From an optimization exercise on the open Yosys and OpenROAD flow, aimed at small area; shortcuts taken in it are not production practice. In this exercise RTL edits were held to simulation tests only and were not proved equivalent to the original. The flow treats the clock pin as an ideal source, which a real chip does not have. No activity file was given, so power comes from the tool's default toggle rates.

$ cat design/flow/design.v
module ALU(
	input i_clk,
	input [3:0] i_cnt,
	input logic[2:0] i_op,
	input logic[1:0] i_x,
	output logic[7:0] o_result
	);
	logic c;
	logic[2:0] amount;
	logic[1:0] x;
	logic[1:0] y;
	logic c1;
	logic c2;
	logic[1:0] r;
	wire pass_y = i_cnt >= 9 && i_cnt <= 12;
	wire pass_x = i_cnt >= 5 && i_cnt <= 8;
	wire shifting = i_cnt <= 4 || i_cnt >= 14;
	wire shift_op = i_op[2] & (i_op[1] | i_op[0]);
	wire cin = i_cnt == 8 ? i_op[0] : c;
	always_comb begin
		x = i_x;
		y = o_result[1:0] ^ {2{i_op[0]}};
		c1 = (x[0] & y[0]) | (cin & (x[0] ^ y[0]));
		c2 = (x[1] & y[1]) | (c1 & (x[1] ^ y[1]));
		case(i_op)
			0, 1: r = x ^ y ^ {c1, cin};
			2: r = x & o_result[1:0];
			3: r = ~(x | o_result[1:0]);
			4: r = x ^ o_result[1:0];
			default: r = c ? 2'b00 : x;
		endcase
	end
	always_ff @(posedge i_clk)
		if(pass_y) begin
			o_result <= {i_x, o_result[7:2]};
			if(i_cnt == 12) begin
				c <= 1'b0;
				amount[1:0] <= i_x;
			end else if(i_cnt == 11) begin
				c <= i_x[1];
				amount[2] <= i_x[0];
			end else
				c <= c | i_x[1] | i_x[0];
		end else if(pass_x) begin
			o_result <= {r, o_result[7:2]};
			if(!shift_op)
				c <= c2;
		end else if(shifting && shift_op && amount != 0) begin
			o_result <= i_op[1] ? o_result >> 1 : o_result << 1;
			amount <= amount - 1'b1;
		end
endmodule
module debounce(
	input i_clk,
	input i_rst,
	input [WIDTH - 1:0] i_btn,
	output [WIDTH - 1:0] o_events,
	output [WAIT - 1:0] o_counter
	);
	parameter WIDTH = 1;
	parameter WAIT = 4;
	logic[WAIT - 1:0] counter;
	logic[WIDTH - 1:0] debounced;
	logic[WIDTH - 1:0] events;
	always_ff @(posedge i_clk)
		if(i_rst)
		begin
			debounced <= '0;
			counter <= '0;
		end else
		begin
			if(counter == 2)
			begin
				debounced <= i_btn;
				events <= debounced & ~i_btn;
			end
			counter <= counter - 1'b1;
		end
	assign o_events = events;
	assign o_counter = counter;
endmodule
module top(
	input i_clk,
	input i_rst,
	input [10:0] i_btn,
	output [11:0] o_led
	);
	typedef enum logic[2:0] {S_OP, S_REG_SEL, S_REG_EDIT, S_X_REG_SEL, S_Y_REG_SEL, S_RES_REG_SEL, S_RES} states;
	states state;
	logic[2:0] op;
	logic[2:0] x_reg;
	logic[2:0] y_reg;
	logic[2:0] res_reg;
	logic[2:0] sel_reg;
	logic[7:0] rings[8];
	logic clearing;
	logic[7:0] shown_reg;
	logic[7:0] shown;
	wire[10:0] ev_held;
	wire[3:0] cnt;
	wire[7:0] alu_out;
	debounce #(11, 4) debouncer0(i_clk, i_rst, i_btn, ev_held, cnt);
	wire pending = cnt == 13 && !clearing;
	wire win = cnt == 13 || cnt == 14 || cnt == 15 || cnt == 0 || cnt == 1;
	wire[10:0] ev = ev_held & {11{pending}};
	wire[1:0] ph = {cnt[1] ^ cnt[0], cnt[0]};
	wire edit = state == S_REG_EDIT;
	wire in_res = state == S_RES;
	wire[7:0] edit_ev = edit ? ev[7:0] : 8'b0;
	wire[2:0] addr = state == S_REG_SEL ? sel_reg ^ ev_held[2:0] :
		cnt >= 9 && cnt <= 12 ? y_reg : x_reg;
	wire[1:0] shown_pair = shown_reg[2 * ph +: 2];
	wire[1:0] ev_pair = ev_held[2 * ph +: 2];
	wire[1:0] operand = in_res && addr == res_reg ? shown_pair : rings[addr][1:0];
	ALU alu0(i_clk, cnt, op, operand, alu_out);
	wire we = win & (edit | (in_res & ev_held[10]));
	wire[2:0] waddr = edit ? sel_reg : res_reg;
	wire[1:0] wdata = clearing ? 2'b00 : shown_pair ^ (edit ? ev_pair : 2'b0);
	always_ff @(posedge i_clk)
		for(int i = 0; i < 8; i++)
			rings[i] <= {clearing || (we && waddr == i) ? wdata : rings[i][1:0], rings[i][7:2]};
	always_ff @(posedge i_clk)
		if(i_rst)
			clearing <= 1'b1;
		else if(cnt == 13)
			clearing <= 1'b0;
	always_ff @(posedge i_clk)
		if(pending && (state == S_RES_REG_SEL || (in_res && ev_held[10])))
			shown_reg <= alu_out;
		else if(state == S_REG_SEL && (cnt == 13 || cnt == 14 || cnt == 15 || cnt == 0))
			shown_reg <= {rings[addr][1:0], shown_reg[7:2]};
		else
			shown_reg <= shown_reg ^ edit_ev;
	always_ff @(posedge i_clk)
	begin
		if(i_rst) begin
			state <= S_OP;
			op <= '0;
			x_reg <= '0;
			y_reg <= '0;
			res_reg <= '0;
			sel_reg <= '0;
		end else
		case(state)
			S_OP: begin
				op <= op ^ ev[2:0];
				if(ev[8])
					state <= S_REG_SEL;
			end
			S_REG_SEL: begin
				sel_reg <= sel_reg ^ ev[2:0];
				if(ev[8])
					state <= S_X_REG_SEL;
				if(ev[9])
					state <= S_REG_EDIT;
			end
			S_REG_EDIT: begin
				if(ev[9])
					state <= S_REG_SEL;
			end
			S_X_REG_SEL: begin
				x_reg <= x_reg ^ ev[2:0];
				if(ev[8])
					state <= S_Y_REG_SEL;
			end
			S_Y_REG_SEL: begin
				y_reg <= y_reg ^ ev[2:0];
				if(ev[8])
					state <= S_RES_REG_SEL;
			end
			S_RES_REG_SEL: begin
				res_reg <= res_reg ^ ev[2:0];
				if(ev[8])
					state <= S_RES;
			end
			default: begin
				if(ev[8])
					state <= S_OP;
			end
		endcase
	end
	always_comb
		case(state)
			S_OP: shown = {5'b0, op};
			S_REG_SEL: shown = {5'b0, sel_reg};
			S_X_REG_SEL: shown = {5'b0, x_reg};
			S_Y_REG_SEL: shown = {5'b0, y_reg};
			S_RES_REG_SEL: shown = {5'b0, res_reg};
			default: shown = shown_reg ^ edit_ev;
		endcase
	assign o_led = {1'b0, state, ~shown};
endmodule
$ cat design/flow/run.sh
#!/bin/bash
# synth_recipe.tcl (not shown) runs the flow's synth.tcl, then flattens the netlist and writes it again
# the make line also repeats each setting of config.mk as NAME=value (left out here)
make -C /OpenROAD-flow-scripts/flow DESIGN_CONFIG=/design/flow/config.mk WORK_HOME=/design/flow/orfs CLKGATE_MAP_FILE= SYNTH_SCRIPT=/design/flow/synth_recipe.tcl finish
$ cat design/flow/config.mk
export PLATFORM = sky130hd
export DESIGN_NAME = top
export DESIGN_NICKNAME = top
export VERILOG_FILES = /design/flow/design.v
export SDC_FILE = /design/flow/constraint.sdc
export NUM_CORES = 4
export LEC_CHECK = 0
export CAP_MARGIN = 20
export CORE_MARGIN = 2
export CORE_UTILIZATION = 40
export CTS_BUF_LIST = sky130_fd_sc_hd__clkbuf_4
export CTS_CLUSTER_SIZE = 30
export SLEW_MARGIN = 20
$ cat design/flow/constraint.sdc
create_clock -name core_clock -period 10.0 [get_ports {i_clk}]
set_input_delay 2.0000 -clock core_clock [delete_from_list [all_inputs] [get_ports {i_clk}]]
set_output_delay 2.0000 -clock core_clock [all_outputs]
set_load 0.01 [all_outputs]
==> results of run 1 <==
[layer usage]
layer	vias to the layer above	GRT usage (%)	wire, um
li1	1975	-	-
met1	1920	25.5	6300
met2	88	27.3	5660
met3	16	4.55	595
met4	0	6.68	215
met5	-	0	0
[through the flow]
stage / setup WS [ps] / area, um2
after global routing: 3990 / 6230
after detailed placement: 4820 / 5930
after CTS: 4300 / 6230
after floorplan: 5470 / 5620
final: 4340 / 6230
after global placement: 5020 / 5930
[power breakdown]
group          internal (W)  total, W  switching (W)
Clock              0.000176  0.000385       0.000209
Combinational     0.0000472  0.000110      0.0000629
Sequential         0.000559  0.000586      0.0000269
Total              0.000782   0.00108       0.000298
[layout make-up]
cell class              instances  share of cell area (%)
well taps                     180                    3.61
inverters                      23                    1.38
clock inverters                15                    2.87
flip-flops and latches        129                    45.1
repair buffers                 25                    3.93
clock buffers                  17                    2.05
multi-input cells             378                    41.0
[worst reg2reg max path: stages, from the launching register on]
cell and delay [ps]:
dfxtp_1 440, inv_1 160, ha_1 290, or3b_1 490
a41o_1 280, o21ai_1 570, mux2i_1 160, o311a_1 400
a211o_1 280, a21boi_2 210, fa_1 470, fa_1 490
nor2b_1 120, a211oi_1 60, a31oi_1 170, nor2_1 50
a31oi_1 180, o22ai_1 110
[synth_stat cells (2+ instances only)]
cell type    n
clkbuf_1    25
dfxtp_1    106
nand2b_1     5
a21o_1       6
xnor2_1     20
a41o_1       2
edfxtp_1    23
o31ai_1      3
xor2_1      12
nand2_1     65
o21a_1       3
a31oi_1      6
nor3_1       4
o31a_1       2
o221ai_1     3
a211o_1      2
a211oi_1     4
o211ai_1     2
mux4_2       6
mux2i_1     29
nor2_1      49
nand3b_1     3
nor2b_1     19
fa_1         2
o21ai_0     14
a21oi_1     35
a31o_2       2
and2_1       4
o22ai_1      2
nand3_1     19
buf_6        4
mux2_2      15
buf_1        3
inv_1       23
ha_1        10
o21ai_1      4
nor3b_1      4
[cell families (layout without fill, tap and decap cells)]
kind of cell | count (synthesis) | count (layout) | share of synthesized area [%]
flip-flops | 129 | 129 | 50.1
other | 1 | 1 | 0.0667
AO/OA/AOI/OAI | 102 | 102 | 11.7
adder cells (fa/ha/maj) | 12 | 12 | 2.94
buffers and inverters | 57 | 80 | 4.43
multiplexers | 51 | 51 | 10.8
AND/OR/NAND/NOR | 180 | 180 | 15.0
XOR/XNOR | 32 | 32 | 4.99
[worst min-delay path by stage]
stage	start	endpoint	cells past startpoint
floorplan	rings[0][2]$_DFF_P_	rings[0][0]$_DFF_P_	0
global placement	rings[2][5]$_DFF_P_	rings[2][3]$_DFF_P_	0
detailed placement	rings[0][5]$_DFF_P_	rings[0][3]$_DFF_P_	0
CTS	rings[7][6]$_DFF_P_	rings[7][4]$_DFF_P_	0
global route	rings[7][5]$_DFF_P_	rings[7][3]$_DFF_P_	0
finish	rings[3][2]$_DFF_P_	rings[3][0]$_DFF_P_	0
==> metrics.md, run 1 <==
| Metric | Value |
|---|---|
| Max_slew headroom | 26.4% |
| Post-CTS sizing | 0 |
| Reg-to-reg startpoint | debouncer0.counter[0]$_SDFF_PP0_ |
| Cells on worst reg2reg path | 17 |
| CP startpoint | debouncer0.counter[0]$_SDFF_PP0_ |
| Leak | 2.33 nW |
| Final worst-path cycle share | 56.6% |
| Initial DRT Pass Iterations | 4 |
| Nets@finish | 599 |
| Mapped Area | 0.00562 mm2 |
| Dominant register cell in the synthesized netlist | dfxtp_1 |
| Crit path launch type | register |
| Most common cell after layout, fill and taps aside | dfxtp_1 |
| Status | timing/DRC/antenna clean |
| Die W | 123 um |
| CTS tree | built |
| # setup viols final | 0 |
| Routed Antenna Nets | 0 |
| Pwr Total | 0.00108 W |
| Post-Syn Nets | 589 |
| Via count | 3999 |
| Slowest CP cell | dfxtp_1 |
| 1st-iter DRT viols | 208 |
| Flip-flop and latch count after synthesis | 129 |
| Initial antenna violation count | 0 |
| Max-slew violation count | 0 |
| Largest regs | rings x64, debouncer0.debounced x11, debouncer0.events x11 |
| Peak supply drop | 0.0000871 V |
| Area contributors post-synth | dfxtp_1, edfxtp_1, mux2i_1 |
| Initial Util | 40.6% |
| Largest net degree at the start of global routing | 36 |
| DP HPWL | 9110 um |
| Sequential share of the synthesized area | 50.1% |
| Fin. Hold Viols | 0 |
| Core area | 0.0138 mm2 |
| Buf/Inv on CP | 1 |
| Layout cells sized above 1 | 9.88% |
| I/O pins | 25 |
| Max-cap violations | 0 |
| Avg Inst Size Synth | 9.96 um2 |
| Drt drc | 0 |
| Crit Reg-Reg Endpoint | alu0.o_result[7]$_DFFE_PP_ |
| Fin util | 45.1% |
| Crit-path cells | ha_1, nand3_1, nor2_1, and2_0, nand2_1, xnor2_1, nor2_1, a21oi_1, mux2i_1, clkdlybuf4s50_1 |
| Setup bufs post-CTS | 0 |
| Mapped Cells | 564 |
| Area of the die | 0.0150 mm2 |
| Period minus WS final | 5660 ps |
| Post-synth EDFFs | 23 |
| CTS root buf | clkbuf_4 |
| Synth top area share | 37.8% |
| Register area | 0.00281 mm2 |
| Area growth, synth to finish | 10.9% |
| Total CTS buffers | 17 |
| Total grt overflow | 0 |
| GRT Total Usage | 18.2% |
| Clock Sinks | 129 |
| Synth Warn # | 4 |
| RePlAce Congestion | 0.857 |
| Reg2reg setup slack | 4810 ps |
| Final Non-Filler Cells | 767 |
| RSZ-0062 raised after global routing | no |
| Vert. Die Dim | 123 um |
| Pwr dens | 173 mW/mm2 |
| ANT cells | 0 |
| Placed Cells | 735 |
| Critical Path Fanout Max | 11 |
| CP max stage delay | 570 ps |
| Port Buffer Count | 23 |
| Clock transition at path regs | 120 ps |
| CP required | 8000 ps |
| Hold_buf cts | 0 |
| CTS Buffer Depth | 2 |
| Hold WC Path Type | register to register |
| Crit path to | o_led[2] |
| Kind of critical path | register to output pin |
| WL/cell | 16.7 um |
| CP Data Arrival Time | 3660 ps |
| Crit path depth | 10 |
| Most frequent cells in the layout | dfxtp_1, nand2_1, nor2_1 |
| Routed WL | 12800 um |
| Synth unique cells | 61 |
| # rows | 43 |
| Max Freq | 177 MHz |
| Filler cells | 1306 |
| Most flop-heavy register | rings |
| Worst Tran Pin Value | 1100 ps |
| Worst path most repeated cell | nor2_1 |
| Vias per cell | 5.21 |
| First-pass GRT wire length | 20600 um |
| Clock Skews | 15.0 ps |
| Clk latency of the worst-skew pair | 550 ps |
| H-tree depth | 4 |
| Max reg flops | 64 |
| Yosys top cell by area | dfxtp_1 |
| CP Capture Type | output pin |
| WHS | 336 ps |
| Multi-input gate area | 0.00256 mm2 |
| Fraction of registers with async set/reset | 0% |
| Vias in the first global route | 3860 |
| CP top delay family | simple AND/OR/NAND/NOR gates |
| Total negative setup slack | 0 ps |
==> run 2: changes to the inputs <==
--- a/design/flow/config.mk
+++ b/design/flow/config.mk
@@ -8,6 +8,7 @@
 export CAP_MARGIN = 20
 export CORE_MARGIN = 2
-export CORE_UTILIZATION = 40
-export CTS_BUF_LIST = sky130_fd_sc_hd__clkbuf_4
-export CTS_CLUSTER_SIZE = 30
+export CORE_UTILIZATION = 55
+export CTS_BUF_LIST = sky130_fd_sc_hd__clkbuf_8
+export CTS_CLUSTER_DIAMETER = 100
+export CTS_CLUSTER_SIZE = 50
 export SLEW_MARGIN = 20
==> metrics.md, run 2 <==
| Metric | Value |
|---|---|
| Clock Skews | 7.07 ps |
| Final worst-path cycle share | 55.6% |
| Port Buffer Count | 23 |
| Core area | 0.00986 mm2 |
| Via count | 4018 |
| # rows | 36 |
| Synth Area in Adders | 2.94% |
| Crit path launch type | register |
| Synth Warn # | 4 |
| Kind of critical path | register to output pin |
| DP HPWL | 9140 um |
| Total negative setup slack | 0 ps |
| H-tree depth | 4 |
| Leak | 2.35 nW |
| Drt drc | 0 |
| Nets@finish | 599 |
| Compound-Gate Fraction of Synth Area | 11.7% |
| Die W | 105 um |
| Yosys top cell by area | dfxtp_1 |
| Total CTS buffers | 17 |
| Initial antenna violation count | 0 |
| Synth cell count leaders | dfxtp_1, nand2_1, nor2_1 |
| Clock transition at path regs | 70 ps |
| Mapped Area | 0.00562 mm2 |
| Area after DPL | 0.00587 mm2 |
| Total grt overflow | 0 |
| Fin. Hold Viols | 0 |
| Max-cap violations | 0 |
| 1st-iter DRT viols | 252 |
| Synth top area share | 37.8% |
| Slowest CP cell | clkdlybuf4s50_1 |
| CP Capture Type | output pin |
| Largest net degree at the start of global routing | 36 |
| Post-synthesis mux area share | 10.8% |
| Clock Sinks | 129 |
| Clk latency of the worst-skew pair | 450 ps |
| Most common cell after layout, fill and taps aside | dfxtp_1 |
| First-pass GRT wire length | 20400 um |
| # setup viols final | 0 |
| CP max stage delay | 570 ps |
| Synth unique cells | 61 |
| WHS | 325 ps |
| Post-route cell area | 0.00622 mm2 |
| Max reg flops | 64 |
| Synth Area in Simple Gates | 15.0% |
| Vias in the first global route | 3938 |
| Area growth, synth to finish | 10.7% |
| Area contributors post-synth | dfxtp_1, edfxtp_1, mux2i_1 |
| Most frequent cell after synthesis | dfxtp_1 |
| Routed WL | 12700 um |
| RSZ-0062 raised after global routing | no |
| Pwr dens | 175 mW/mm2 |
| Busiest grt layer | met2 |
| CP Data Arrival Time | 3560 ps |
| CP required | 8000 ps |
| RePlAce Congestion | 0.885 |
| Hold_buf cts | 0 |
| Max-slew violation count | 0 |
| CTS Buffer Depth | 2 |
| Xor/xnor cell area share of the yosys netlist | 4.99% |
| Vert. Die Dim | 105 um |
| Dominant register cell in the synthesized netlist | dfxtp_1 |
| GR Util met2 | 35.6% |
| Most frequent cells in the layout | dfxtp_1, nand2_1, nor2_1 |
| Sequential share of the synthesized area | 50.1% |
| Fraction of registers with async set/reset | 0% |
| Flip-flop and latch count after synthesis | 129 |
| Mapped Cells | 564 |
| Vias per cell | 5.58 |
| GRT Total Usage | 24.4% |
| Peak supply drop | 0.000141 V |
| Setup bufs post-CTS | 0 |
| Initial DRT Pass Iterations | 5 |
| Hold WC Path Type | register to register |
| ANT cells | 0 |
| Post-synth EDFFs | 23 |
| WL/cell | 17.6 um |
| Critical Path Fanout Max | 11 |
| Post-Syn Nets | 589 |
| Crit-path cells | ha_1, nand3_1, nor2_1, and2_0, nand2_1, xnor2_1, nor2_1, a21oi_1, mux2i_1, clkdlybuf4s50_1 |
| Largest family of logic cells by synthesized area | simple AND/OR/NAND/NOR gates |
| Avg Inst Size Synth | 9.96 um2 |
| Worst Tran Pin Value | 1070 ps |
| Met1 Usage GRT | 34.0% |
| Routed Antenna Nets | 0 |
| Area of the die | 0.0110 mm2 |
| Worst path most repeated cell | nor2_1 |
| Period minus WS final | 5560 ps |
| Layout cells sized above 1 | 10.1% |
| Fin util | 63.1% |
| I/O pins | 25 |
| Post-CTS sizing | 0 |
| Max Freq | 180 MHz |
| CTS root buf | clkbuf_8 |
| Status | timing/DRC/antenna clean |
| Most flop-heavy register | rings |
| CTS tree | built |
| Met3 GRT Util | 7.24% |
| Max_slew headroom | 28.0% |
| Largest regs | rings x64, debouncer0.debounced x11, debouncer0.events x11 |
| Initial Util | 57.0% |
run 2: changes by cell type in the layout (fill, tap and decap cells not counted), moves of 2 or more:
cell	delta
clkbuf_4	-17
clkinv_1	-2
clkbuf_8	+17
clkinv_2	+4
inv_6	-3
bufinv_16	-2
inv_4	+2
run 2: cell type report:
class,count,area (um2)
Fill cell,814,3640
Sequential cell,129,2810
Multi-Input combinational cell,378,2560
Timing Repair Buffer,25,245
Clock buffer,17,234
Tap cell,133,166
Clock inverter,15,118
Inverter,23,86.3
run 2: where the power goes:
part           switching (W)  internal (W)  total (W)  leakage (nW)
logic              0.0000626     0.0000470   0.000110          1.09
registers          0.0000259      0.000559   0.000585          1.07
clock network       0.000203      0.000193   0.000396         0.187
run 2: kinds of logic after synthesis:
family	after synthesis
compound gates	102
xor+xnor	32
fa+ha+maj	12
buf+inv	57
flops	129
mux	51
other cells	1
simple gates	180
run 2: worst paths after layout:
kind | startpoint | end | slack, ps | cells after the start
worst max-delay path | debouncer0.counter[0]$_SDFF_PP0_ | o_led[2] | 4440 | 10
worst min-delay path | rings[2][3]$_DFF_P_ | rings[2][1]$_DFF_P_ | 320 | 0
worst max register to register | debouncer0.counter[0]$_SDFF_PP0_ | alu0.o_result[7]$_DFFE_PP_ | 4820 | 17
worst min register to register | rings[2][3]$_DFF_P_ | rings[2][1]$_DFF_P_ | 320 | 0
run 2: critical path, delay by kind of cell, from the launching register on:
family | cells | cell delay [ps]
flip-flops | 1 | 560
AND/OR/NAND/NOR | 5 | 1240
adder cells (fa/ha/maj) | 1 | 310
AO/OA/AOI/OAI | 1 | 50
buffers and inverters | 1 | 570
multiplexers | 1 | 180
XOR/XNOR | 1 | 190
run 2: stage by stage:
step	std cells	setup WS (ps)	total power, W
2_1_floorplan	564	5470	0.000674
3_3_place_gp	688	5010	0.000700
3_5_place_dp	688	4830	0.000705
4_1_cts	720	4410	0.00110
5_1_grt	720	4110	0.00114
6_report	720	4440	0.00109
run 2: per-layer routing:
metal / share of wire, % / wire, um
met3: 5.1 / 650
met2: 44 / 5580
met5: 0 / 0
met4: 1.9 / 246
met1: 49 / 6210
==> run 3: changes to the inputs <==
==> design/flow/config.mk (replaced) <==
export PLATFORM = sky130hd
export DESIGN_NAME = top
export DESIGN_NICKNAME = top
export VERILOG_FILES = /design/flow/design.v
export SDC_FILE = /design/flow/constraint.sdc
export NUM_CORES = 4
export LEC_CHECK = 0
export ABC_AREA = 1
export CAP_MARGIN = 20
export CORE_MARGIN = 2
export CORE_UTILIZATION = 65
export CTS_BUF_LIST = sky130_fd_sc_hd__clkbuf_8
export SLEW_MARGIN = 20
==> metrics.md, run 3 <==
| Metric | Value |
|---|---|
| Synth cell count leaders | nand2_1, dfxtp_1, inv_1 |
| Most frequent cells in the layout | nand2_1, dfxtp_1, inv_1 |
| Power share of the clock group | 33.4% |
| Flip-flop and latch count after synthesis | 129 |
| Total CTS buffers | 17 |
| Kind of critical path | register to output pin |
| Placed Cells | 795 |
| Status | timing/DRC/antenna clean |
| Dominant register cell in the synthesized netlist | dfxtp_1 |
| Max Freq | 178 MHz |
| Area growth, synth to finish | 11.5% |
| Switching part of the total | 31.3% |
| Most flop-heavy register | rings |
| Largest regs | rings x64, debouncer0.debounced x11, debouncer0.events x11 |
| Final worst-path cycle share | 56.3% |
| Clock Skews | 10.3 ps |
| Max reg flops | 64 |
| Drt drc | 0 |
| CP Capture Type | output pin |
| Clock transition at path regs | 80 ps |
| WL/cell | 15.7 um |
| Final Non-Filler Cells | 827 |
| Worst Tran Pin Value | 1110 ps |
| Post-synthesis mux area share | 0% |
| Synth unique cells | 39 |
| Post-CTS sizing | 0 |
| Initial DRT Pass Iterations | 6 |
| Synth Area in Adders | 2.99% |
| Clk latency of the worst-skew pair | 440 ps |
| I/O pins | 25 |
| Worst Slack Setup Final | 4370 ps |
| Largest family of logic cells by synthesized area | simple AND/OR/NAND/NOR gates |
| Pint | 0.000863 W |
| Port Buffer Count | 23 |
| Post-route cell area | 0.00617 mm2 |
| Post-Syn Nets | 711 |
| Max-slew violation count | 0 |
| Xor/xnor cell area share of the yosys netlist | 2.06% |
| Most common cell after layout, fill and taps aside | nand2_1 |
| Seq pwr share | 48.6% |
| RePlAce Congestion | 0.897 |
| Synth Area in Simple Gates | 20.6% |
| Mapped Area | 0.00553 mm2 |
| Peak supply drop | 0.000114 V |
| Avg Inst Size Synth | 8.06 um2 |
| Area after DPL | 0.00580 mm2 |
| Total negative setup slack | 0 ps |
| 1st-iter DRT viols | 329 |
| Mapped Cells | 686 |
| CTS tree | built |
| Post-synth EDFFs | 23 |
| Leak | 2.54 nW |
| CTS Buffer Depth | 2 |
| Setup bufs post-CTS | 0 |
| Vias in the first global route | 4436 |
| GRT Total Usage | 30.5% |
| Yosys top cell by area | dfxtp_1 |
| Synth top area share | 38.4% |
| DP HPWL | 9510 um |
| Crit path launch type | register |
| Compound-Gate Fraction of Synth Area | 15.3% |
| Area contributors post-synth | dfxtp_1, edfxtp_1, nand2_1 |
| Hold_buf cts | 0 |
| Nets@finish | 734 |
| Initial antenna violation count | 0 |
| CP required | 8000 ps |
| Core area | 0.00822 mm2 |
| Largest net degree at the start of global routing | 30 |
| First-pass GRT wire length | 21300 um |
| Fraction of registers with async set/reset | 0% |
| Fin. Hold Viols | 0 |
| Max-cap violations | 0 |
| Most frequent cell after synthesis | nand2_1 |
| Die W | 96.3 um |
| Max_slew headroom | 25.5% |
| Post-Place Setup Slack | 4890 ps |
| Pwr dens | 204 mW/mm2 |
| Synth Warn # | 4 |
| Clock Sinks | 129 |
| Psw | 0.000393 W |
| Hold WC Path Type | register to register |
| Vert. Die Dim | 96.3 um |
| CP Data Arrival Time | 3630 ps |
| Routed WL | 13000 um |
| WHS | 323 ps |
| # rows | 33 |
| ANT cells | 0 |
| Logic pwr share | 18.1% |
| # setup viols final | 0 |
| Layout cells sized above 1 | 7.89% |
| Via count | 4669 |
| Sequential share of the synthesized area | 50.8% |
| RSZ-0062 raised after global routing | no |
| H-tree depth | 4 |
| Area of the die | 0.00926 mm2 |
| Initial Util | 67.3% |
| CTS root buf | clkbuf_8 |
| Period minus WS final | 5630 ps |
| Routed Antenna Nets | 0 |
| Vias per cell | 5.65 |
| Total grt overflow | 0 |
| Critical Path Fanout Max | 12 |
## run 3: changes by cell type after synthesis, sizes merged, moves of 13 or more
cell / before / now
inv: 23 / 95
nand2: 65 / 130
o21ai: 18 / 62
mux2i: 29 / 0
nand3: 19 / 46
nor2: 49 / 74
a21oi: 35 / 54
nor2b: 19 / 0
xnor2: 20 / 2
mux2: 16 / 0
clkbuf: 25 / 12
## run 3: metrics by stage
step           power [W]  utilization, %
2_1_floorplan   0.000776               -
3_3_place_gp    0.000834            70.6
3_5_place_dp    0.000843            70.6
4_1_cts          0.00126            75.0
5_1_grt          0.00131            75.0
6_report         0.00126            75.0
## run 3: final timing paths
| path | endpoint | depth (start not counted) | from | slack, ps |
|---|---|---|---|---|
| worst min register to register | rings[3][3]$_DFF_P_ | 0 | rings[3][5]$_DFF_P_ | 320 |
| worst max register to register | alu0.o_result[7]$_DFFE_PP_ | 23 | debouncer0.counter[0]$_SDFF_PP0_ | 5440 |
| worst max-delay path | o_led[0] | 12 | debouncer0.counter[0]$_SDFF_PP0_ | 4370 |
| worst min-delay path | rings[3][3]$_DFF_P_ | 0 | rings[3][5]$_DFF_P_ | 320 |
## run 3: power by group through the flow
stage          Clock, W  Sequential [W]  Combinational, W
2_1_floorplan         0        0.000609          0.000167
3_3_place_gp          0        0.000620          0.000214
3_5_place_dp          0        0.000621          0.000222
4_1_cts        0.000421        0.000609          0.000225
5_1_grt        0.000444        0.000614          0.000255
6_report       0.000419        0.000610          0.000227
## run 3: final cells by class
cell class                      instances  area (um2)
Sequential cell                       129        2810
Multi-Input combinational cell        443        2270
Fill cell                             631        2050
Inverter                               95         357
Clock buffer                           17         234
Timing Repair Buffer                   23         230
Clock inverter                         15         134
Tap cell                              105         131
## run 3: per-layer routing
metal  up-vias  GRT usage (%)  part of all wire, %  wire length, um
li1       2314              -                    -                -
met1      2132           41.6                   44             5780
met2       188           47.2                   45             5860
met3        35           6.34                  8.0             1050
met4         0           12.6                  2.4              316
met5         -              0                    0                0
## run 3: worst max-delay path, cell delays in order, from the launching register on
cell and delay [ps]:
dfxtp_1 530, ha_1 250, inv_1 60, nor2_1 140, inv_1 70, nor2_2 330
inv_1 130, nor2_1 520, nand2_1 130, xor2_1 160, inv_1 70, o21ai_0 210
clkdlybuf4s50_1 590
## run 3: kinds of logic after synthesis
family                   after synthesis
XOR/XNOR                              13
AO/OA/AOI/OAI                        152
buffers and inverters                114
other                                  1
AND/OR/NAND/NOR                      265
adder cells (fa/ha/maj)               12
flip-flops                           129
==> run 4: changes to the inputs <==
==> design/flow/flow/run.sh (new file) <==
#!/bin/bash
# The standard layout, with the ports buffered by the smallest buffer and a
# clock tree of clkbuf_8 without dummy loads.
set -euo pipefail
export BUFFER_PORTS_ARGS="-buffer_cell sky130_fd_sc_hd__buf_1"
export CTS_ARGS="-sink_clustering_enable -repair_clock_nets -buf_list sky130_fd_sc_hd__clkbuf_8 -dont_use_dummy_load"
bash standard.sh > standard.log 2>&1
==> design/flow/standard.sh (new file) <==
#!/bin/bash
# synth_recipe.tcl (not shown) runs the flow's synth.tcl, then flattens the netlist and writes it again
# the make line also repeats each setting of config.mk as NAME=value (left out here)
make -C /OpenROAD-flow-scripts/flow DESIGN_CONFIG=/design/flow/config.mk WORK_HOME=/design/flow/orfs CLKGATE_MAP_FILE= SYNTH_SCRIPT=/design/flow/synth_recipe.tcl "${@:-finish}"
==> design/flow/config.mk (replaced) <==
export PLATFORM = sky130hd
export DESIGN_NAME = top
export DESIGN_NICKNAME = top
export VERILOG_FILES = /design/flow/design.v
export SDC_FILE = /design/flow/constraint.sdc
export NUM_CORES = 4
export LEC_CHECK = 0
export CAP_MARGIN = 20
export CORE_MARGIN = 2
export CORE_UTILIZATION = 55
export SLEW_MARGIN = 20
removed: design/flow/run.sh
==> metrics.md, run 4 <==
| Metric | Value |
|---|---|
| Status | timing/DRC/antenna clean |
| Avg Inst Size Synth | 9.96 um2 |
| Worst Tran Pin Value | 1060 ps |
| Post-synthesis mux area share | 10.8% |
| # rows | 36 |
| Pint | 0.000752 W |
| Synth Area in Simple Gates | 15.0% |
| Largest regs | rings x64, debouncer0.debounced x11, debouncer0.events x11 |
| Synth cell count leaders | dfxtp_1, nand2_1, nor2_1 |
| Initial antenna violation count | 0 |
| Routed WL | 12200 um |
| RSZ-0062 raised after global routing | no |
| Final worst-path cycle share | 52.8% |
| Buf/Inv on CP | 1 |
| Area contributors post-synth | dfxtp_1, edfxtp_1, mux2i_1 |
| Critical Path Fanout Max | 11 |
| Layout cells sized above 1 | 7.87% |
| Initial Util | 57.0% |
| DP HPWL | 8890 um |
| Clock Skews | 27.5 ps |
| Final Non-Filler Cells | 705 |
| Post-route cell area | 0.00596 mm2 |
| Seq pwr share | 58.4% |
| Core area | 0.00986 mm2 |
| Vert. Die Dim | 105 um |
| Largest family of logic cells by synthesized area | simple AND/OR/NAND/NOR gates |
| Clk latency of the worst-skew pair | 440 ps |
| Hold WC Path Type | register to register |
| Vias in the first global route | 3820 |
| Filler cells | 873 |
| Peak supply drop | 0.000129 V |
| Met3 GRT Util | 6.86% |
| GR Util met2 | 34.8% |
| Routed Antenna Nets | 0 |
| Post-Syn Nets | 589 |
| Most flop-heavy register | rings |
| ANT cells | 0 |
| Compound-Gate Fraction of Synth Area | 11.7% |
| Max Freq | 189 MHz |
| Synth Warn # | 4 |
| Dominant register cell in the synthesized netlist | dfxtp_1 |
| Kind of critical path | register to output pin |
| Mapped Area | 0.00562 mm2 |
| Fraction of registers with async set/reset | 0% |
| Via count | 4014 |
| Busiest grt layer | met2 |
| Area after DPL | 0.00572 mm2 |
| Max-slew violation count | 0 |
| Flip-flop and latch count after synthesis | 129 |
| RePlAce Congestion | 0.926 |
| Max_slew headroom | 28.9% |
| Logic pwr share | 10.7% |
| Most common cell after layout, fill and taps aside | dfxtp_1 |
| Clock transition at path regs | 60 ps |
| GRT Total Usage | 23.7% |
| Pwr dens | 168 mW/mm2 |
| Leak | 2.22 nW |
| Mapped Cells | 564 |
| I/O pins | 25 |
| Most frequent cells in the layout | dfxtp_1, nand2_1, nor2_1 |
| Crit path launch type | register |
| 1st-iter DRT viols | 210 |
| Total CTS buffers | 17 |
| Synth unique cells | 61 |
| Initial DRT Pass Iterations | 5 |
| Drt drc | 0 |
| H-tree depth | 4 |
| CP Capture Type | output pin |
| Xor/xnor cell area share of the yosys netlist | 4.99% |
| Nets@finish | 599 |
| Synth top area share | 37.8% |
| Vias per cell | 5.69 |
| Power share of the clock group | 30.9% |
| CTS tree | built |
| CTS root buf | clkbuf_8 |
| Fin. Hold Viols | 0 |
| Switching part of the total | 24.8% |
| Most frequent cell after synthesis | dfxtp_1 |
| Period minus WS final | 5280 ps |
| Multi-input gate area | 0.00256 mm2 |
| Placed Cells | 688 |
| Register area | 0.00281 mm2 |
| Total grt overflow | 0 |
| Synth Area in Adders | 2.94% |
| Largest net degree at the start of global routing | 36 |
| Die W | 105 um |
| Max reg flops | 64 |
| Post-synth EDFFs | 23 |
| WL/cell | 17.3 um |
| CP max stage delay | 570 ps |
| Max-cap violations | 0 |
| First-pass GRT wire length | 20100 um |
| Setup bufs post-CTS | 0 |
| Hold_buf cts | 0 |
| Yosys top cell by area | dfxtp_1 |
| Slowest CP cell | dfxtp_1 |
| Area growth, synth to finish | 6.03% |
| # setup viols final | 0 |
| Sequential share of the synthesized area | 50.1% |
| Port Buffer Count | 23 |
| CP Data Arrival Time | 3280 ps |
| Area of the die | 0.0110 mm2 |
| Clock Sinks | 129 |
| Psw | 0.000249 W |
| CTS Buffer Depth | 2 |
| CP top delay family | simple AND/OR/NAND/NOR gates |
| Crit-path cells | ha_1, nand3_1, nor2_1, and2_1, nand2_1, xnor2_1, o221ai_1, buf_1 |
| CP required | 8000 ps |
| Total negative setup slack | 0 ps |
| Met1 Usage GRT | 33.9% |
| Post-CTS sizing | 0 |
[run 4: cell types whose count changed after synthesis, moves of 20 or more]
| cell | previous run | this run |
|---|---|---|
| nor2_1 | 69 | 49 |
| nand3_1 | 44 | 19 |
| o21ai_0 | 59 | 14 |
| nand2_1 | 121 | 65 |
| mux2i_1 | 0 | 29 |
| inv_1 | 89 | 23 |
[run 4: cell type report]
class | count | area share [%]
sequential | 129 | 47.2
multi-input combinational | 378 | 42.9
clock buffer | 17 | 3.93
tap | 133 | 2.79
timing repair buffer | 25 | 1.70
inverter | 23 | 1.45
[run 4: through the flow]
stage / total power (W) / hold WS [ps] / util (%) / worst slack [ps]
after CTS: 0.00101 / 319 / 60.4 / 4750
after global placement: 0.000697 / 310 / 58.0 / 5010
after floorplan: 0.000674 / 310 / - / 5470
after global routing: 0.00105 / 325 / 60.4 / 4440
after detailed placement: 0.000702 / 312 / 58.0 / 4850
final: 0.00100 / 317 / 60.4 / 4720
[run 4: cell families (layout without fill, tap and decap cells)]
group,after synthesis,count (layout)
xor+xnor,32,32
fa+ha+maj,12,12
simple gates,180,180
mux,51,51
other cells,1,1
flops,129,129
buf+inv,57,65
compound gates,102,102
[run 4: worst register-to-register path, cell delays in order (launching register included)]
cell and delay (ps):
dfxtp_1 430, inv_1 160, ha_1 320, or3b_1 510
a41o_1 280, o21ai_1 570, mux2i_1 160, o311a_1 390
a211o_1 280, a21boi_2 210, fa_1 460, fa_1 480
nor2b_1 120, a211oi_1 60, a31oi_1 180, nor2_1 60
a31oi_1 150, o22ai_1 90
[run 4: layer usage]
metal / wire length (um) / share of wire [%]
met5: 0 / 0
met3: 625 / 5.1
met4: 116 / 0.95
met2: 5460 / 45
met1: 6010 / 49
[run 4: worst paths after layout]
check / startpoint / to / slack (ps) / cells after the start
min reg2reg: rings[0][4]$_DFF_P_ / rings[0][2]$_DFF_P_ / 320 / 0
max: debouncer0.counter[0]$_SDFF_PP0_ / o_led[0] / 4720 / 8
max reg2reg: debouncer0.counter[0]$_SDFF_PP0_ / alu0.o_result[7]$_DFFE_PP_ / 4800 / 17
min: rings[0][4]$_DFF_P_ / rings[0][2]$_DFF_P_ / 320 / 0
[run 4: power by group through the flow]
stage / clock [W] / sequential, W / combinational (W)
finish: 0.000309 / 0.000585 / 0.000107
global route: 0.000339 / 0.000588 / 0.000121
CTS: 0.000320 / 0.000584 / 0.000107
detailed placement: 0 / 0.000596 / 0.000106
global placement: 0 / 0.000595 / 0.000103
floorplan: 0 / 0.000583 / 0.0000908
==> run 5: changes to the inputs <==
--- a/design/flow/config.mk
+++ b/design/flow/config.mk
@@ -6,4 +6,5 @@
 export NUM_CORES = 4
 export LEC_CHECK = 0
+export ABC_AREA = 1
 export CAP_MARGIN = 20
 export CORE_MARGIN = 2
==> metrics.md, run 5 <==
| Metric | Value |
|---|---|
| Status | timing/DRC/antenna clean |
| CP Capture Type | output pin |
| Clock Sinks | 129 |
| Vias in the first global route | 4273 |
| Worst Tran Pin Value | 1150 ps |
| Setup bufs post-CTS | 0 |
| Cells on worst reg2reg path | 23 |
| Routed WL | 13100 um |
| Sequential share of the synthesized area | 50.8% |
| 1st-iter DRT viols | 278 |
| Post-CTS sizing | 0 |
| Max_slew headroom | 22.5% |
| Area of the die | 0.0109 mm2 |
| Total negative setup slack | 0 ps |
| Most frequent cells in the layout | nand2_1, dfxtp_1, inv_1 |
| Crit-path cells | ha_1, inv_1, nor2_1, inv_1, nor2_2, inv_1, nor2_1, nand2_1, xor2_1, inv_1, o21ai_0, buf_1 |
| Crit Reg-Reg Endpoint | alu0.o_result[7]$_DFFE_PP_ |
| Largest regs | rings x64, debouncer0.debounced x11, debouncer0.events x11 |
| ANT cells | 0 |
| Clk latency of the worst-skew pair | 460 ps |
| Mapped Area | 0.00553 mm2 |
| Avg Inst Size Synth | 8.06 um2 |
| RePlAce Congestion | 0.915 |
| Total CTS buffers | 17 |
| Hold_buf cts | 0 |
| Port Buffer Count | 23 |
| Max reg flops | 64 |
| Most common cell after layout, fill and taps aside | nand2_1 |
| # rows | 36 |
| Area contributors post-synth | dfxtp_1, edfxtp_1, nand2_1 |
| Synth cell count leaders | nand2_1, dfxtp_1, inv_1 |
| Switching part of the total | 29.8% |
| Pwr dens | 193 mW/mm2 |
| Fin util | 60.6% |
| Slowest CP cell | nor2_1 |
| Kind of critical path | register to output pin |
| Initial antenna violation count | 0 |
| CTS Buffer Depth | 2 |
| Core area | 0.00977 mm2 |
| Hold WC Path Type | register to register |
| Peak supply drop | 0.000127 V |
| Final worst-path cycle share | 53.4% |
| Fin. Hold Viols | 0 |
| CP Data Arrival Time | 3340 ps |
| Initial DRT Pass Iterations | 5 |
| Synth Warn # | 4 |
| Synth unique cells | 39 |
| Yosys top cell by area | dfxtp_1 |
| Most frequent cell after synthesis | nand2_1 |
| Psw | 0.000341 W |
| Max-slew violation count | 0 |
| Largest net degree at the start of global routing | 30 |
| Seq pwr share | 53.5% |
| Post-Syn Nets | 711 |
| Vias per cell | 5.36 |
| Dominant register cell in the synthesized netlist | dfxtp_1 |
| Period minus WS final | 5340 ps |
| DP HPWL | 9790 um |
| # setup viols final | 0 |
| Total grt overflow | 0 |
| Vert. Die Dim | 104 um |
| Max-cap violations | 0 |
| I/O pins | 25 |
| Synth top area share | 38.4% |
| Clock Skews | 22.7 ps |
| WL/cell | 15.6 um |
| Most flop-heavy register | rings |
| CP required | 8000 ps |
| Leak | 2.40 nW |
| Hold_sp | rings[0][5]$_DFF_P_ |
| Pint | 0.000804 W |
| Crit path launch type | register |
| Post-synth EDFFs | 23 |
| Fraction of registers with async set/reset | 0% |
| Via count | 4503 |
| Reg2reg setup slack | 5530 ps |
| RSZ-0062 raised after global routing | no |
| H-tree depth | 4 |
| Worst path most repeated cell | inv_1 |
| Nets@finish | 734 |
| Hold EP | rings[0][3]$_DFF_P_ |
| Max Freq | 187 MHz |
| Hold Path Cell Cnt | 0 |
| Filler cells | 944 |
| CP max stage delay | 530 ps |
| Critical Path Fanout Max | 12 |
| First-pass GRT wire length | 21000 um |
| Clock transition at path regs | 70 ps |
| Drt drc | 0 |
| CTS root buf | clkbuf_8 |
| Initial Util | 56.6% |
| Area growth, synth to finish | 7.08% |
| Layout cells sized above 1 | 6.08% |
| CTS tree | built |
| Power share of the clock group | 27.7% |
| GRT Total Usage | 25.2% |
| Flip-flop and latch count after synthesis | 129 |
| Reg-to-reg startpoint | debouncer0.counter[0]$_SDFF_PP0_ |
| Mapped Cells | 686 |
| Routed Antenna Nets | 0 |
| Die W | 104 um |
| Logic pwr share | 18.9% |
-- run 5: cell families (layout without fill, tap and decap cells) --
kind of cell | Yosys count | count (layout) | synth area share, %
adders and majority gates | 12 | 12 | 2.99
buffers and inverters | 114 | 135 | 8.17
and+or+nand+nor | 265 | 265 | 20.6
DFF | 129 | 129 | 50.8
xor gates and xnor gates | 13 | 13 | 2.06
other | 1 | 1 | 0.0678
AOI/OAI and AO/OA | 152 | 152 | 15.3
-- run 5: routing by layer --
| metal | wire length [um] | global-route usage (%) | vias to the layer above |
|---|---|---|---|
| met4 | 456 | 12.7 | 0 |
| met3 | 694 | 7.27 | 39 |
| met5 | 0 | 0 | - |
| li1 | - | - | 2281 |
| met2 | 5530 | 35.9 | 127 |
| met1 | 6470 | 34.7 | 2056 |
-- run 5: worst max-delay path, delay by kind of cell (launching register included) --
kind,cells,cell delay [ps]
DFF,1,520
AOI/OAI and AO/OA,1,290
and+or+nand+nor,4,1140
xor gates and xnor gates,1,160
buffers and inverters,5,530
adders and majority gates,1,250
-- run 5: layout make-up --
class / instances / area [um2] / share of cell area, %
clock buffer: 17 / 234 / 3.95
inverter: 95 / 357 / 6.02
multi-input combinational: 443 / 2270 / 38.3
sequential: 129 / 2810 / 47.5
tap: 133 / 166 / 2.81
timing repair buffer: 23 / 86.3 / 1.46
-- run 5: stage by stage --
stage                     total power (W)  cell area, um2  worst slack, ps  hold WS, ps  instances
after global routing              0.00120            5920             4350          312        840
after global placement           0.000831            5690             5270          310        823
after detailed placement         0.000836            5690             5180          312        823
final                             0.00115            5920             4660          305        840
after floorplan                  0.000776            5530             6180          310        686
after CTS                         0.00115            5920             4700          303        840
-- run 5: power by group through the flow --
stage | sequential, W | combinational, W | clock (W)
floorplan | 0.000609 | 0.000167 | 0
global placement | 0.000622 | 0.000208 | 0
detailed placement | 0.000623 | 0.000213 | 0
CTS | 0.000612 | 0.000215 | 0.000323
global route | 0.000616 | 0.000245 | 0.000343
finish | 0.000612 | 0.000216 | 0.000317
-- run 5: worst max-delay path by stage --
stage | from | to | slack, ps | depth (start not counted)
after floorplan | debouncer0.counter[0]$_SDFF_PP0_ | alu0.o_result[7]$_DFFE_PP_ | 6180 | 24
after global placement | debouncer0.counter[0]$_SDFF_PP0_ | o_led[0] | 5270 | 12
after CTS | debouncer0.counter[0]$_SDFF_PP0_ | o_led[0] | 4700 | 12
after global routing | debouncer0.counter[0]$_SDFF_PP0_ | o_led[0] | 4350 | 12
final | debouncer0.counter[0]$_SDFF_PP0_ | o_led[0] | 4660 | 12
after detailed placement | debouncer0.counter[0]$_SDFF_PP0_ | o_led[0] | 5180 | 12
==> run 6: changes to the inputs <==
==> design/flow/flow/run.sh (replaced) <==
#!/bin/bash
# The standard layout, with the ports buffered by the smallest buffer and the
# registers' clock pins split into eight groups by position, each behind a
# clkbuf_8 (flow/cluster_clock.tcl); CTS builds the tree above them, without
# dummy loads.
set -euo pipefail
export BUFFER_PORTS_ARGS="-buffer_cell sky130_fd_sc_hd__buf_1"
export PRE_CTS_TCL="$PWD/flow/cluster_clock.tcl"
export CTS_ARGS="-clk_nets i_clk -sink_clustering_enable -repair_clock_nets -buf_list sky130_fd_sc_hd__clkbuf_8 -dont_use_dummy_load"
bash standard.sh > standard.log 2>&1
==> design/flow/flow/cluster_clock.tcl (new file) <==
# Sourced by ORFS's cts.tcl before clock_tree_synthesis (PRE_CTS_TCL).
# Splits the clock's register sinks into equal groups by position (recursive
# bisection along the longer side) and puts each group behind a clock buffer
# at the group's centre; CTS then builds the tree from the clock port to
# these buffers, and detailed placement legalizes them.
proc my_cluster_clock { nclusters bufname } {
  set block [ord::get_db_block]
  set master [[ord::get_db] findMaster $bufname]
  set clk [$block findNet i_clk]
  set sinks {}
  foreach it [$clk getITerms] {
    if { [$it isInputSignal] } {
      set loc [[$it getInst] getLocation]
      lappend sinks [list $it [lindex $loc 0] [lindex $loc 1]]
    }
  }
  set groups [list [list $nclusters $sinks]]
  set done {}
  while { [llength $groups] > 0 } {
    set item [lindex $groups 0]
    set groups [lrange $groups 1 end]
    set n [lindex $item 0]
    set g [lindex $item 1]
    if { $n <= 1 } {
      lappend done $g
      continue
    }
    set xs {}
    set ys {}
    foreach s $g {
      lappend xs [lindex $s 1]
      lappend ys [lindex $s 2]
    }
    set xs [lsort -integer $xs]
    set ys [lsort -integer $ys]
    set dx [expr {[lindex $xs end] - [lindex $xs 0]}]
    set dy [expr {[lindex $ys end] - [lindex $ys 0]}]
    set k [expr {$dx >= $dy ? 1 : 2}]
    set g [lsort -integer -index $k $g]
    set n1 [expr {$n / 2}]
    set h [expr {[llength $g] * $n1 / $n}]
    lappend groups [list $n1 [lrange $g 0 [expr {$h - 1}]]]
    lappend groups [list [expr {$n - $n1}] [lrange $g $h end]]
  }
  set i 0
  foreach g $done {
    set sx 0
    set sy 0
    foreach s $g {
      set sx [expr {$sx + [lindex $s 1]}]
      set sy [expr {$sy + [lindex $s 2]}]
    }
    set inst [odb::dbInst_create $block $master "clkbuf_cluster_$i"]
    set net [odb::dbNet_create $block "clknet_cluster_$i"]
    $net setSigType CLOCK
    foreach s $g {
      set it [lindex $s 0]
      $it disconnect
      $it connect $net
    }
    [$inst findITerm A] connect $clk
    [$inst findITerm X] connect $net
    $inst setLocation [expr {$sx / [llength $g]}] [expr {$sy / [llength $g]}]
    $inst setPlacementStatus PLACED
    incr i
  }
  puts "my_cluster_clock: [llength $sinks] sinks in $i groups behind $bufname"
}

my_cluster_clock 8 sky130_fd_sc_hd__clkbuf_8
==> metrics.md, run 6 <==
| Metric | Value |
|---|---|
| Status | timing/DRC/antenna clean |
| First-pass GRT wire length | 20800 um |
| Drt drc | 0 |
| Final worst-path cycle share | 53.6% |
| # setup viols final | 0 |
| 1st-iter DRT viols | 248 |
| Slowest CP cell | dfxtp_1 |
| Max Freq | 187 MHz |
| ANT cells | 0 |
| Post-route cell area | 0.00584 mm2 |
| Fin. Hold Viols | 0 |
| Total grt overflow | 0 |
| Mapped Cells | 686 |
| Largest regs | rings x64, debouncer0.debounced x11, debouncer0.events x11 |
| Vias in the first global route | 4207 |
| Synth Warn # | 4 |
| Placed Cells | 823 |
| Layout cells sized above 1 | 5.28% |
| Max_slew headroom | 25.1% |
| Largest net degree at the start of global routing | 30 |
| Leak | 2.35 nW |
| Vias per cell | 5.32 |
| Buf/Inv on CP | 5 |
| Most frequent cell after synthesis | nand2_1 |
| Area after DPL | 0.00569 mm2 |
| Pint | 0.000754 W |
| Synth unique cells | 39 |
| Flip-flop and latch count after synthesis | 129 |
| Hold WC Path Type | register to register |
| Vert. Die Dim | 104 um |
| CP max stage delay | 530 ps |
| Switching part of the total | 30.2% |
| Initial DRT Pass Iterations | 5 |
| Worst Tran Pin Value | 1110 ps |
| Worst path most repeated cell | inv_1 |
| Most flop-heavy register | rings |
| Area growth, synth to finish | 5.59% |
| Power share of the clock group | 23.5% |
| CTS tree | built |
| Yosys top cell by area | dfxtp_1 |
| Crit path launch type | register |
| Seq pwr share | 56.5% |
| Critical Path Fanout Max | 12 |
| Pwr Total | 0.00108 W |
| DP HPWL | 9790 um |
| # rows | 36 |
| I/O pins | 25 |
| Clock Skews | 21.1 ps |
| Max reg flops | 64 |
| Core area | 0.00977 mm2 |
| Final Non-Filler Cells | 834 |
| Crit-path cells | ha_1, inv_1, nor2_1, inv_1, nor2_2, inv_1, nor2_1, nand2_1, xor2_1, inv_1, o21ai_0, buf_1 |
| Most frequent cells in the layout | nand2_1, dfxtp_1, inv_1 |
| RSZ-0062 raised after global routing | no |
| Synth top area share | 38.4% |
| Post-synth EDFFs | 23 |
| Total negative setup slack | 0 ps |
| Initial Util | 56.6% |
| RePlAce Congestion | 0.915 |
| Sequential share of the synthesized area | 50.8% |
| Period minus WS final | 5360 ps |
| CP required | 8000 ps |
| Dominant register cell in the synthesized netlist | dfxtp_1 |
| Hold_buf cts | 0 |
| WHS | 316 ps |
| Synth cell count leaders | nand2_1, dfxtp_1, inv_1 |
| GRT Total Usage | 23.6% |
| Routed Antenna Nets | 0 |
| Area contributors post-synth | dfxtp_1, edfxtp_1, nand2_1 |
| CP Data Arrival Time | 3360 ps |
| WL/cell | 15.5 um |
| Most common cell after layout, fill and taps aside | nand2_1 |
| Setup bufs post-CTS | 0 |
| Post-Syn Nets | 711 |
| CP Capture Type | output pin |
| Clk latency of the worst-skew pair | 450 ps |
| CP top delay family | simple AND/OR/NAND/NOR gates |
| Psw | 0.000327 W |
| Clock transition at path regs | 100 ps |
| Kind of critical path | register to output pin |
| Pwr dens | 185 mW/mm2 |
| Post-CTS sizing | 0 |
| Fraction of registers with async set/reset | 0% |
| Via count | 4440 |
| Avg Inst Size Synth | 8.06 um2 |
| Initial antenna violation count | 0 |
| Max-slew violation count | 0 |
| Routed WL | 12900 um |
| Logic pwr share | 20.0% |
| Die W | 104 um |
| Peak supply drop | 0.000153 V |
| Total CTS buffers | 3 |
| Area of the die | 0.0109 mm2 |
| Mapped Area | 0.00553 mm2 |
| Nets@finish | 728 |
| Port Buffer Count | 23 |
| Max-cap violations | 0 |
==> run 6: power by group through the flow <==
stage | sequential (W) | clock, W | combinational (W)
final | 0.000611 | 0.000254 | 0.000216
after global routing | 0.000615 | 0.000278 | 0.000245
after CTS | 0.000611 | 0.000261 | 0.000215
after detailed placement | 0.000623 | 0 | 0.000213
after global placement | 0.000622 | 0 | 0.000208
after floorplan | 0.000609 | 0 | 0.000167
==> run 6: layer usage <==
| metal | GRT usage (%) | vias to the layer above | part of all wire (%) |
|---|---|---|---|
| li1 | - | 2266 | - |
| met2 | 34.7 | 105 | 41 |
| met3 | 3.76 | 41 | 4.2 |
| met5 | 0 | - | 0 |
| met1 | 34.6 | 2028 | 51 |
| met4 | 9.65 | 0 | 3.8 |
==> run 6: cells by family (layout without fill, tap and decap cells) <==
kind of cell	after synthesis	in the layout	share of synthesized area, %
AND/OR/NAND/NOR	265	265	20.6
adder cells (fa/ha/maj)	12	12	2.99
buffers and inverters	114	129	8.17
other	1	1	0.0678
XOR/XNOR	13	13	2.06
AO/OA/AOI/OAI	152	152	15.3
flip-flops	129	129	50.8
==> run 6: per-stage QoR <==
step	utilization [%]	worst slack, ps
final	59.8	4640
after floorplan	-	6180
after detailed placement	58.2	5180
after global routing	59.8	4330
after global placement	58.2	5270
after CTS	59.8	4680
==> run 6: final cells by class, without the clock buffers <==
cell class / count / area [um2]
timing repair buffer: 23 / 86.3
sequential: 129 / 2810
buffer: 8 / 110
inverter: 95 / 357
multi-input combinational: 443 / 2270
tap: 133 / 166
fill: 946 / 3930
==> run 6: worst paths after layout <==
path | startpoint | endpoint | slack [ps] | cells after the start
setup / recovery | debouncer0.counter[0]$_SDFF_PP0_ | o_led[0] | 4640 | 12
hold / removal | rings[7][5]$_DFF_P_ | rings[7][3]$_DFF_P_ | 320 | 0
setup reg to reg | debouncer0.counter[0]$_SDFF_PP0_ | alu0.o_result[7]$_DFFE_PP_ | 5510 | 23
hold reg to reg | rings[7][5]$_DFF_P_ | rings[7][3]$_DFF_P_ | 320 | 0
==> run 7: changes to the inputs <==
--- a/design/flow/design.v
+++ b/design/flow/design.v
@@ -1,5 +1,10 @@
 module ALU(
 	input i_clk,
-	input [3:0] i_cnt,
+	input i_fetch,
+	input i_pass_y,
+	input i_first_y,
+	input i_second_y,
+	input [2:0] i_j,
+	input i_window,
 	input logic[2:0] i_op,
 	input logic[1:0] i_x,
@@ -8,19 +13,21 @@
 	logic c;
 	logic[2:0] amount;
-	logic[1:0] x;
+	logic xp;
 	logic[1:0] y;
 	logic c1;
 	logic c2;
 	logic[1:0] r;
-	wire pass_y = i_cnt >= 9 && i_cnt <= 12;
-	wire pass_x = i_cnt >= 5 && i_cnt <= 8;
-	wire shifting = i_cnt <= 4 || i_cnt >= 14;
+	logic[1:0] xs;
+	logic[7:0] left;
+	logic[7:0] right;
+	wire pass_x = i_window && !i_j[2];
 	wire shift_op = i_op[2] & (i_op[1] | i_op[0]);
-	wire cin = i_cnt == 8 ? i_op[0] : c;
+	wire cin = pass_x && i_j[1:0] == 0 ? i_op[0] : c;
+	wire[1:0] x = pass_x ? i_x : 2'b00;
 	always_comb begin
-		x = i_x;
 		y = o_result[1:0] ^ {2{i_op[0]}};
 		c1 = (x[0] & y[0]) | (cin & (x[0] ^ y[0]));
 		c2 = (x[1] & y[1]) | (c1 & (x[1] ^ y[1]));
+		xs = amount[0] ? {x[0], i_j == 0 ? 1'b0 : xp} : x;
 		case(i_op)
 			0, 1: r = x ^ y ^ {c1, cin};
@@ -28,25 +35,41 @@
 			3: r = ~(x | o_result[1:0]);
 			4: r = x ^ o_result[1:0];
-			default: r = c ? 2'b00 : x;
+			default: r = c ? 2'b00 : xs;
+		endcase
+		case(amount[2:1])
+			0: left = 8'b00001111;
+			1: left = 8'b00000111;
+			2: left = 8'b00000011;
+			default: left = 8'b00000001;
+		endcase
+		case(amount)
+			0: right = 8'b00001111;
+			1, 2: right = 8'b00011110;
+			3, 4: right = 8'b00111100;
+			5, 6: right = 8'b01111000;
+			default: right = 8'b11110000;
 		endcase
 	end
-	always_ff @(posedge i_clk)
-		if(pass_y) begin
+	wire take = i_window && (shift_op ? (i_op[1] ? right[i_j] : left[i_j]) : !i_j[2]);
+	always_ff @(posedge i_clk)
+		xp <= x[1];
+	always_ff @(posedge i_clk)
+		if(i_fetch)
 			o_result <= {i_x, o_result[7:2]};
-			if(i_cnt == 12) begin
+		else if(i_pass_y) begin
+			o_result <= {shift_op ? 2'b00 : i_x, o_result[7:2]};
+			if(i_first_y) begin
 				c <= 1'b0;
 				amount[1:0] <= i_x;
-			end else if(i_cnt == 11) begin
+			end else if(i_second_y) begin
 				c <= i_x[1];
 				amount[2] <= i_x[0];
 			end else
 				c <= c | i_x[1] | i_x[0];
-		end else if(pass_x) begin
-			o_result <= {r, o_result[7:2]};
-			if(!shift_op)
+		end else begin
+			if(take)
+				o_result <= {r, o_result[7:2]};
+			if(pass_x && !shift_op)
 				c <= c2;
-		end else if(shifting && shift_op && amount != 0) begin
-			o_result <= i_op[1] ? o_result >> 1 : o_result << 1;
-			amount <= amount - 1'b1;
 		end
 endmodule
@@ -102,19 +125,45 @@
 	debounce #(11, 4) debouncer0(i_clk, i_rst, i_btn, ev_held, cnt);
 	wire pending = cnt == 13 && !clearing;
-	wire win = cnt == 13 || cnt == 14 || cnt == 15 || cnt == 0 || cnt == 1;
 	wire[10:0] ev = ev_held & {11{pending}};
-	wire[1:0] ph = {cnt[1] ^ cnt[0], cnt[0]};
+	wire[1:0] ph = 2'(2'd1 - cnt[1:0]);
+	logic ahead;
+	logic behind;
+	logic pass_y;
+	logic window;
+	logic[2:0] j;
+	always_comb begin
+		ahead = 1'b0;
+		behind = 1'b0;
+		pass_y = 1'b0;
+		window = 1'b1;
+		j = 3'(4'd5 - cnt);
+		case(cnt)
+			1, 0, 15, 14: ahead = 1'b1;
+			12, 11, 10, 9: behind = 1'b1;
+			default: ;
+		endcase
+		case(cnt)
+			9, 8, 7, 6: pass_y = 1'b1;
+			default: ;
+		endcase
+		case(cnt)
+			13, 12, 11, 10, 9, 8, 7, 6: window = 1'b0;
+			default: ;
+		endcase
+	end
 	wire edit = state == S_REG_EDIT;
 	wire in_res = state == S_RES;
 	wire[7:0] edit_ev = edit ? ev[7:0] : 8'b0;
-	wire[2:0] addr = state == S_REG_SEL ? sel_reg ^ ev_held[2:0] :
-		cnt >= 9 && cnt <= 12 ? y_reg : x_reg;
+	wire store = in_res & ev_held[10];
+	wire selecting = state == S_OP || state == S_REG_SEL;
+	wire[2:0] addr = selecting ? sel_reg ^ (state == S_REG_SEL ? ev_held[2:0] : 3'b0) :
+		pass_y ? y_reg : x_reg;
 	wire[1:0] shown_pair = shown_reg[2 * ph +: 2];
-	wire[1:0] ev_pair = ev_held[2 * ph +: 2];
-	wire[1:0] operand = in_res && addr == res_reg ? shown_pair : rings[addr][1:0];
-	ALU alu0(i_clk, cnt, op, operand, alu_out);
-	wire we = win & (edit | (in_res & ev_held[10]));
-	wire[2:0] waddr = edit ? sel_reg : res_reg;
-	wire[1:0] wdata = clearing ? 2'b00 : shown_pair ^ (edit ? ev_pair : 2'b0);
+	wire[1:0] tap = rings[addr][1:0];
+	wire[1:0] operand = in_res && addr == res_reg ? shown_pair : tap;
+	ALU alu0(i_clk, selecting && ahead, pass_y, cnt == 9, cnt == 8, j, window, op, operand, alu_out);
+	wire we = (ahead & store) | (behind & (edit | state == S_REG_SEL));
+	wire[2:0] waddr = in_res ? res_reg : sel_reg;
+	wire[1:0] wdata = clearing ? 2'b00 : shown_pair;
 	always_ff @(posedge i_clk)
 		for(int i = 0; i < 8; i++)
@@ -126,8 +175,6 @@
 			clearing <= 1'b0;
 	always_ff @(posedge i_clk)
-		if(pending && (state == S_RES_REG_SEL || (in_res && ev_held[10])))
+		if(pending && (selecting || state == S_RES_REG_SEL || store))
 			shown_reg <= alu_out;
-		else if(state == S_REG_SEL && (cnt == 13 || cnt == 14 || cnt == 15 || cnt == 0))
-			shown_reg <= {rings[addr][1:0], shown_reg[7:2]};
 		else
 			shown_reg <= shown_reg ^ edit_ev;
==> metrics.md, run 7 <==
| Metric | Value |
|---|---|
| Hold_buf cts | 0 |
| Crit-path cells | ha_1, nand3_1, nor2_1, inv_1, nor2_1, nand2_1, xnor2_1, o21ai_0, buf_1 |
| Total grt overflow | 0 |
| # rows | 36 |
| Nets@finish | 702 |
| Crit path launch type | register |
| I/O pins | 25 |
| Worst Tran Pin Value | 852 ps |
| Sequential share of the synthesized area | 52.8% |
| Leak | 2.25 nW |
| Critical Path Fanout Max | 12 |
| Avg Inst Size Synth | 8.39 um2 |
| Busiest grt layer | met1 |
| RSZ-0062 raised after global routing | no |
| Post-synthesis mux area share | 1.23% |
| Routed Antenna Nets | 0 |
| First-pass GRT wire length | 20200 um |
| Buf/Inv on CP | 2 |
| Initial antenna violation count | 0 |
| Initial DRT Pass Iterations | 6 |
| CP required | 8000 ps |
| Reg-to-reg startpoint | debouncer0.counter[0]$_SDFF_PP0_ |
| CP Data Arrival Time | 3260 ps |
| Clock transition at path regs | 110 ps |
| GR Util met2 | 33.6% |
| Port Buffer Count | 23 |
| Reg2reg setup slack | 5570 ps |
| Vias per cell | 5.38 |
| Max_slew headroom | 43.0% |
| Psw | 0.000257 W |
| Fraction of registers with async set/reset | 0% |
| # setup viols final | 0 |
| DP HPWL | 9030 um |
| Area growth, synth to finish | 6.21% |
| Post-Syn Nets | 678 |
| Routed WL | 12100 um |
| Post-route cell area | 0.00582 mm2 |
| CTS tree | built |
| Most frequent cells in the layout | nand2_1, dfxtp_1, inv_1 |
| Most common cell after layout, fill and taps aside | nand2_1 |
| 1st-iter DRT viols | 352 |
| WL/cell | 14.9 um |
| Drt drc | 0 |
| Total CTS buffers | 3 |
| ANT cells | 0 |
| Largest family of logic cells by synthesized area | simple AND/OR/NAND/NOR gates |
| Synth top area share | 40.2% |
| Via count | 4349 |
| Area contributors post-synth | dfxtp_1, edfxtp_1, nand2_1 |
| Max-cap violations | 0 |
| Yosys top cell by area | dfxtp_1 |
| Max Freq | 190 MHz |
| Fin. Hold Viols | 0 |
| Largest regs | rings x64, debouncer0.debounced x11, debouncer0.events x11 |
| GRT Total Usage | 23.0% |
| Post-CTS sizing | 0 |
| Dominant register cell in the synthesized netlist | dfxtp_1 |
| Post-synth EDFFs | 23 |
| Initial Util | 56.3% |
| Flip-flop and latch count after synthesis | 133 |
| Compound-Gate Fraction of Synth Area | 12.4% |
| Power share of the clock group | 25.6% |
| Logic pwr share | 12.3% |
| Synth unique cells | 40 |
| Synth Area in Adders | 3.01% |
| Synth Area in Simple Gates | 22.0% |
| WHS | 310 ps |
| Setup bufs post-CTS | 0 |
| Clock Skews | 19.9 ps |
| Max reg flops | 64 |
| Slowest CP cell | nor2_1 |
| Core area | 0.00973 mm2 |
| Synth Warn # | 4 |
| Vert. Die Dim | 104 um |
| Layout cells sized above 1 | 6.81% |
| CP top delay family | simple AND/OR/NAND/NOR gates |
| Most frequent cell after synthesis | nand2_1 |
| Pwr dens | 169 mW/mm2 |
| Hold WC Path Type | register to register |
| Final worst-path cycle share | 52.6% |
| Met3 GRT Util | 3.15% |
| CP Capture Type | output pin |
| Kind of critical path | register to output pin |
| Peak supply drop | 0.000138 V |
| Most flop-heavy register | rings |
| Hold EP | rings[0][3]$_DFF_P_ |
| Clk latency of the worst-skew pair | 440 ps |
| Pint | 0.000728 W |
| Seq pwr share | 62.1% |
| CP max stage delay | 620 ps |
| Crit Reg-Reg Endpoint | alu0.o_result[7]$_DFFE_PP_ |
| Met1 Usage GRT | 36.0% |
| Period minus WS final | 5260 ps |
| Xor/xnor cell area share of the yosys netlist | 1.60% |
| Mapped Area | 0.00548 mm2 |
| Die W | 104 um |
| Status | timing/DRC/antenna clean |
| Synth cell count leaders | nand2_1, dfxtp_1, inv_1 |
| Mapped Cells | 653 |
| Cells on worst reg2reg path | 23 |
| Worst path most repeated cell | nor2_1 |
| Total negative setup slack | 0 ps |
| Area after DPL | 0.00567 mm2 |
| Max-slew violation count | 0 |
| Hold Path Cell Cnt | 0 |
| Vias in the first global route | 3993 |
| Largest net degree at the start of global routing | 24 |
| Hold_sp | rings[0][5]$_DFF_P_ |
| RePlAce Congestion | 0.957 |
| Area of the die | 0.0108 mm2 |
| Switching part of the total | 26.1% |
## run 7: layout make-up, without the clock buffers
class / instances / area, um2
flip-flops and latches: 133 / 2890
repair buffers: 23 / 86.3
plain buffers: 8 / 110
well taps: 133 / 166
inverters: 84 / 315
multi-input cells: 424 / 2210
fillers: 897 / 3910
## run 7: power by group through the flow
stage           logic, W  clock network (W)  registers, W
2_1_floorplan  0.0000925                  0      0.000611
3_3_place_gp    0.000117                  0      0.000623
3_5_place_dp    0.000120                  0      0.000624
4_1_cts         0.000121           0.000263      0.000612
5_1_grt         0.000138           0.000281      0.000616
6_report        0.000121           0.000253      0.000611
## run 7: metrics by stage
stage,util (%),worst slack [ps],std cells,total power [W]
6_report,59.8,4740,808,0.000985
2_1_floorplan,-,6200,653,0.000703
3_3_place_gp,58.3,5340,797,0.000740
4_1_cts,59.8,4710,808,0.000995
5_1_grt,59.8,4340,808,0.00104
3_5_place_dp,58.3,5190,797,0.000744
## run 7: worst register-to-register path: cells and delay by family, from the launching register on
kind	cells	cell delay (ps)
fa+ha+maj	3	1250
flops	1	540
compound gates	3	590
buf+inv	1	220
simple gates	16	1600
## run 7: cells by family (layout without fill, tap and decap cells)
family                     after synthesis  after routing
DFF                                    133            133
adders and majority gates               12             12
and+or+nand+nor                        270            270
other                                    1              1
buffers and inverters                   96            118
xor gates and xnor gates                10             10
muxes                                    6              6
AOI/OAI and AO/OA                      125            125
## run 7: worst max path at each step
stage | startpoint | end | depth (start not counted)
global placement | debouncer0.counter[0]$_SDFF_PP0_ | o_led[2] | 9
floorplan | debouncer0.counter[1]$_SDFF_PP0_ | o_led[2] | 9
detailed placement | debouncer0.counter[0]$_SDFF_PP0_ | o_led[2] | 9
finish | debouncer0.counter[0]$_SDFF_PP0_ | o_led[2] | 9
global route | debouncer0.counter[0]$_SDFF_PP0_ | o_led[2] | 9
CTS | debouncer0.counter[0]$_SDFF_PP0_ | o_led[2] | 9
## run 7: routing by layer
metal  wire length [um]  vias up
met5                  0        -
met2               5020      137
li1                   -     2179
met3                616       25
met1               6140     2008
met4                295        0

port drivers added, routing unchanged:
The flow's constraints put no driver on any port. The routed layouts listed below were extracted and timed again, unchanged, in two steps.
Step 1 sets driving cells, clkbuf_16 on the clock port and buf_2 on the other inputs (assumed; they add their load-dependent delay and slew).
Step 2 times the ports against the registers' clock, not the clock port: input delays grow and output delays shrink by t, the midpoint of the rising clock arrivals with the driver on.
Three values: no drivers, after step 1, after step 2; two values: the first two.
run	shift t [ns]	slack for setup (ns)
run 1	0.575	4.337 / 4.303 / 4.809
run 2	0.479	4.437 / 4.402 / 4.816
run 3	0.463	4.374 / 4.341 / 4.804
run 4	0.460	4.722 / 4.688 / 4.805
run 5	0.481	4.661 / 4.628 / 5.109
run 6	0.474	4.640 / 4.608 / 5.082
run 7	0.469	4.737 / 4.703 / 5.171
After both steps every run listed still meets setup and hold.
